This is an optimization exercise on Yosys and OpenROAD, whose aim is small area, not a production implementation. The RTL was checked by simulation tests, not by an equivalence proof against the original design. The clock port is modelled as an ideal driver, which makes a skipped or thinned clock tree look cheaper than it is; a real chip needs a root buffer or a tree. Power figures rest on the tool's default switching activity, not on a simulated workload.

==> flow/design.v (excerpt) <==
module top
(
	CLOCK_50,
	KEY,
	SW,
	LEDR,
	HEX0,
	HEX1,
	HEX2,
	HEX3,
	HEX4,
	HEX5
);
export LEC_CHECK = 0
export CAP_MARGIN = 20
export CORE_MARGIN = 2
export CORE_UTILIZATION = 40
export SLEW_MARGIN = 20
create_clock -name core_clock -period 10.0 [get_ports {CLOCK_50}]
standard.sh (not shown) runs the stock make flow with config.mk's settings and CLKGATE_MAP_FILE= SYNTH_SCRIPT=/design/flow/synth_recipe.tcl, a recipe that flattens the netlist after the stock synthesis.
==> flow/flow/run.sh <==
#!/bin/bash
# Layout flow: the standard synthesis; the combinational logic re-mapped
# for area (registers, their names and cell types kept; the smallest of a few
# ABC runs is used); then the standard layout with 1x port buffers and
# clock tree buffers sized down to what the flip-flop clock slews allow.
set -euo pipefail
W=$PWD
R=$W/orfs/results/${FLOW_PLATFORM:-sky130hd}/top/base
F=$W/flow
LIB=${FLOW_HOME}/platforms/sky130hd/lib/sky130_fd_sc_hd__tt_025C_1v80.lib

# 1. standard synthesis
bash standard.sh "$R/1_2_yosys.v" > synth.log 2>&1

# 2. re-map the combinational logic for area, a few seeds in parallel
cp "$R/1_2_yosys.v" "$W/1_2_yosys_standard.v"
DU=$(grep -o 'sky130_fd_sc_hd__[a-z0-9_]*' "$F/dont_use.txt" | sed 's/^/-dont_use /' | tr '\n' ' ')
for S in 1 2 3 4 5 6 7 8 9 10 11 12 13 14 15 16; do
  if [ $((S % 2)) = 1 ]; then MAP="amap"; else MAP="amap -m"; fi
  # stop on steps without improvement rather than on time, so the result
  # does not depend on how busy the machine is
  if [ $S -le 8 ]; then DS="-I 1 -J 200 -T 900"; else DS="-I 1 -J 500 -T 900"; fi
  sed -e "s#@SEED@#$S#g" -e "s#@MAP@#$MAP#g" -e "s#@DS@#$DS#g" "$F/area.abc" > "$W/area_$S.abc"
  sed -e "s#@LIB@#$LIB#g" -e "s#@IN@#$W/1_2_yosys_standard.v#g" -e "s#@OUT@#$W/reopt_$S.v#g" \
      -e "s#@DU@#$DU#g" -e "s#@ABC@#$W/area_$S.abc#g" "$F/reopt.ys" > "$W/reopt_$S.ys"
  yosys -l "$W/reopt_$S.log" -s "$W/reopt_$S.ys" > /dev/null 2>&1 &
  if [ $((S % 4)) = 0 ]; then wait; fi
done
wait
best=""; besta=""
for S in 1 2 3 4 5 6 7 8 9 10 11 12 13 14 15 16; do
  sed -e "s#@LIB@#$LIB#g" -e "s#@OUT@#$W/reopt_$S.v#g" -e "s#@STAT@#$W/reopt_stat_$S.txt#g" "$F/check.ys" > "$W/check_$S.ys"
  if yosys -l "$W/check_$S.log" -s "$W/check_$S.ys" > /dev/null 2>&1; then
    a=$(grep "Chip area" "$W/reopt_stat_$S.txt" | awk '{print $NF}')
    echo "seed $S area $a" >> "$W/reopt_choice.txt"
    if [ -z "$besta" ] || awk -v a="$a" -v b="$besta" 'BEGIN{exit !(a<b)}'; then best=$S; besta=$a; fi
  fi
done
if [ -n "$best" ]; then
  echo "chosen seed $best" >> "$W/reopt_choice.txt"
  cp "$W/reopt_$best.v" "$R/1_2_yosys.v"
else
  echo "no re-mapped netlist passed its check; keeping the standard one" >> "$W/reopt_choice.txt"
fi

# 3. the rest of the standard layout
export BUFFER_PORTS_ARGS="-buffer_cell sky130_fd_sc_hd__buf_1"
export CTS_ARGS="-sink_clustering_enable -repair_clock_nets -dont_use_dummy_load"
export POST_CTS_TCL="$F/post_cts.tcl"
# one tie cell per constant value instead of one per constant output
export SKIP_REPAIR_TIE_FANOUT=1
bash standard.sh finish > layout.log 2>&1
==> flow/flow/post_cts.tcl <==
# Size each clock tree buffer down to the smallest clkbuf whose output
# slew at its loads stays under a target, then re-legalize.
set_propagated_clock [all_clocks]
set clk_sizes {sky130_fd_sc_hd__clkbuf_1 sky130_fd_sc_hd__clkbuf_2 sky130_fd_sc_hd__clkbuf_4 sky130_fd_sc_hd__buf_6 sky130_fd_sc_hd__clkbuf_8 sky130_fd_sc_hd__clkbuf_16}
set leaf_target 0.115
set root_target 0.250
proc load_slew {inst} {
  set mx 0
  foreach op [get_pins -of_objects $inst -filter "direction==output"] {
    set net [get_nets -of_objects $op]
    foreach p [get_pins -of_objects $net -filter "direction==input"] {
      set s [get_property $p slew_max]
      if {$s > $mx} {set mx $s}
    }
  }
  return $mx
}
proc is_leaf {inst} {
  foreach op [get_pins -of_objects $inst -filter "direction==output"] {
    set net [get_nets -of_objects $op]
    foreach p [get_pins -of_objects $net -filter "direction==input"] {
      if {[get_property $p name] == "CLK"} { return 1 }
    }
  }
  return 0
}
set root_loads {}
foreach b [get_cells clkbuf_*] {
  if {[is_leaf $b]} { continue }
  set ok 1
  set loads {}
  foreach op [get_pins -of_objects $b -filter "direction==output"] {
    foreach p [get_pins -of_objects [get_nets -of_objects $op] -filter "direction==input"] {
      lappend loads $p
      if {![string match "clkbuf_*" [get_full_name $p]]} { set ok 0 }
    }
  }
  set inet [get_nets -of_objects [get_pins -of_objects $b -filter "direction==input"]]
  set drv_is_port [llength [get_ports -quiet [get_property $inet name]]]
  if {$ok && [llength $loads] <= 4 && $drv_is_port} {
    puts "removing root clock buffer [get_property $b name] ([llength $loads] loads)"
    remove_buffers $b
  }
}
estimate_parasitics -placement
set bufs [get_cells clkbuf_*]
# the root first, then the leaves, which set the flip-flop clock slews
set leaves {}
set others {}
foreach b $bufs { if {[is_leaf $b]} { lappend leaves $b } else { lappend others $b } }
foreach b [concat $others $leaves] {
  if {[lsearch $leaves $b] >= 0} { set slew_target $leaf_target } else { set slew_target $root_target }
  set name [get_property $b name]
  set orig [get_property [get_property $b liberty_cell] name]
  set chosen $orig
  foreach sz $clk_sizes {
    replace_cell $b $sz
    estimate_parasitics -placement
    set s [load_slew $b]
    if {$s < $slew_target} { set chosen $sz; break }
    set chosen $sz
  }
  replace_cell $b $chosen
  estimate_parasitics -placement
  puts "clock buffer $name: $orig -> $chosen (load slew [format %.3f [load_slew $b]])"
}
detailed_placement
check_placement -verbose
estimate_parasitics -placement
Other scripts of this flow, unchanged in this note and not shown: flow/flow/area.abc, flow/flow/check.ys, flow/flow/dont_use.txt, flow/flow/reopt.ys
The baseline ran to the end with no violations.
Then changed:
--- a/flow/flow/run.sh
+++ b/flow/flow/run.sh
@@ -18,7 +18,5 @@
 for S in 1 2 3 4 5 6 7 8 9 10 11 12 13 14 15 16; do
   if [ $((S % 2)) = 1 ]; then MAP="amap"; else MAP="amap -m"; fi
-  # stop on steps without improvement rather than on time, so the result
-  # does not depend on how busy the machine is
-  if [ $S -le 8 ]; then DS="-I 1 -J 200 -T 900"; else DS="-I 1 -J 500 -T 900"; fi
+  if [ $S -le 8 ]; then DS="-I 1 -T 10"; else DS="-I 2 -T 30"; fi
   sed -e "s#@SEED@#$S#g" -e "s#@MAP@#$MAP#g" -e "s#@DS@#$DS#g" "$F/area.abc" > "$W/area_$S.abc"
   sed -e "s#@LIB@#$LIB#g" -e "s#@IN@#$W/1_2_yosys_standard.v#g" -e "s#@OUT@#$W/reopt_$S.v#g" \
--- a/flow/flow/post_cts.tcl
+++ b/flow/flow/post_cts.tcl
@@ -3,5 +3,5 @@
 set_propagated_clock [all_clocks]
 set clk_sizes {sky130_fd_sc_hd__clkbuf_1 sky130_fd_sc_hd__clkbuf_2 sky130_fd_sc_hd__clkbuf_4 sky130_fd_sc_hd__buf_6 sky130_fd_sc_hd__clkbuf_8 sky130_fd_sc_hd__clkbuf_16}
-set leaf_target 0.115
+set leaf_target 0.105
 set root_target 0.250
 proc load_slew {inst} {
Outcome:
- critical path depth decreases by 1
- die area is about the same
- routed wire length increases by 4.1%
- first-iteration DRC count increases by 54%
- combinational power decreases by 35%
- count of clock-buffer cells in the layout does not change
- via count increases by 2.8%
- cell area stays the same

## re-timing with driven ports
In the flow no input, the clock included, has a driving cell. The finished layouts below were timed again as built, in two steps. Step 1, drivers: a clkbuf_16 drives CLOCK_50 and a buf_2 each remaining input, both assumed. Step 2 also shifts input and output timing later by t, the mid clock arrival at the registers, as if the neighbouring blocks saw the same clock. a / b / c = no drivers / after step 1 / after step 2; a / b = the first two.
run	t (ns)	setup WS [ns]	hold slack, ns
the first run	0.183	5.192 / 5.141 / 5.324	0.335 / 0.335 / 0.335
the second run	0.170	5.058 / 5.004 / 5.174	0.331 / 0.331 / 0.331
After both steps every run listed still meets setup and hold.
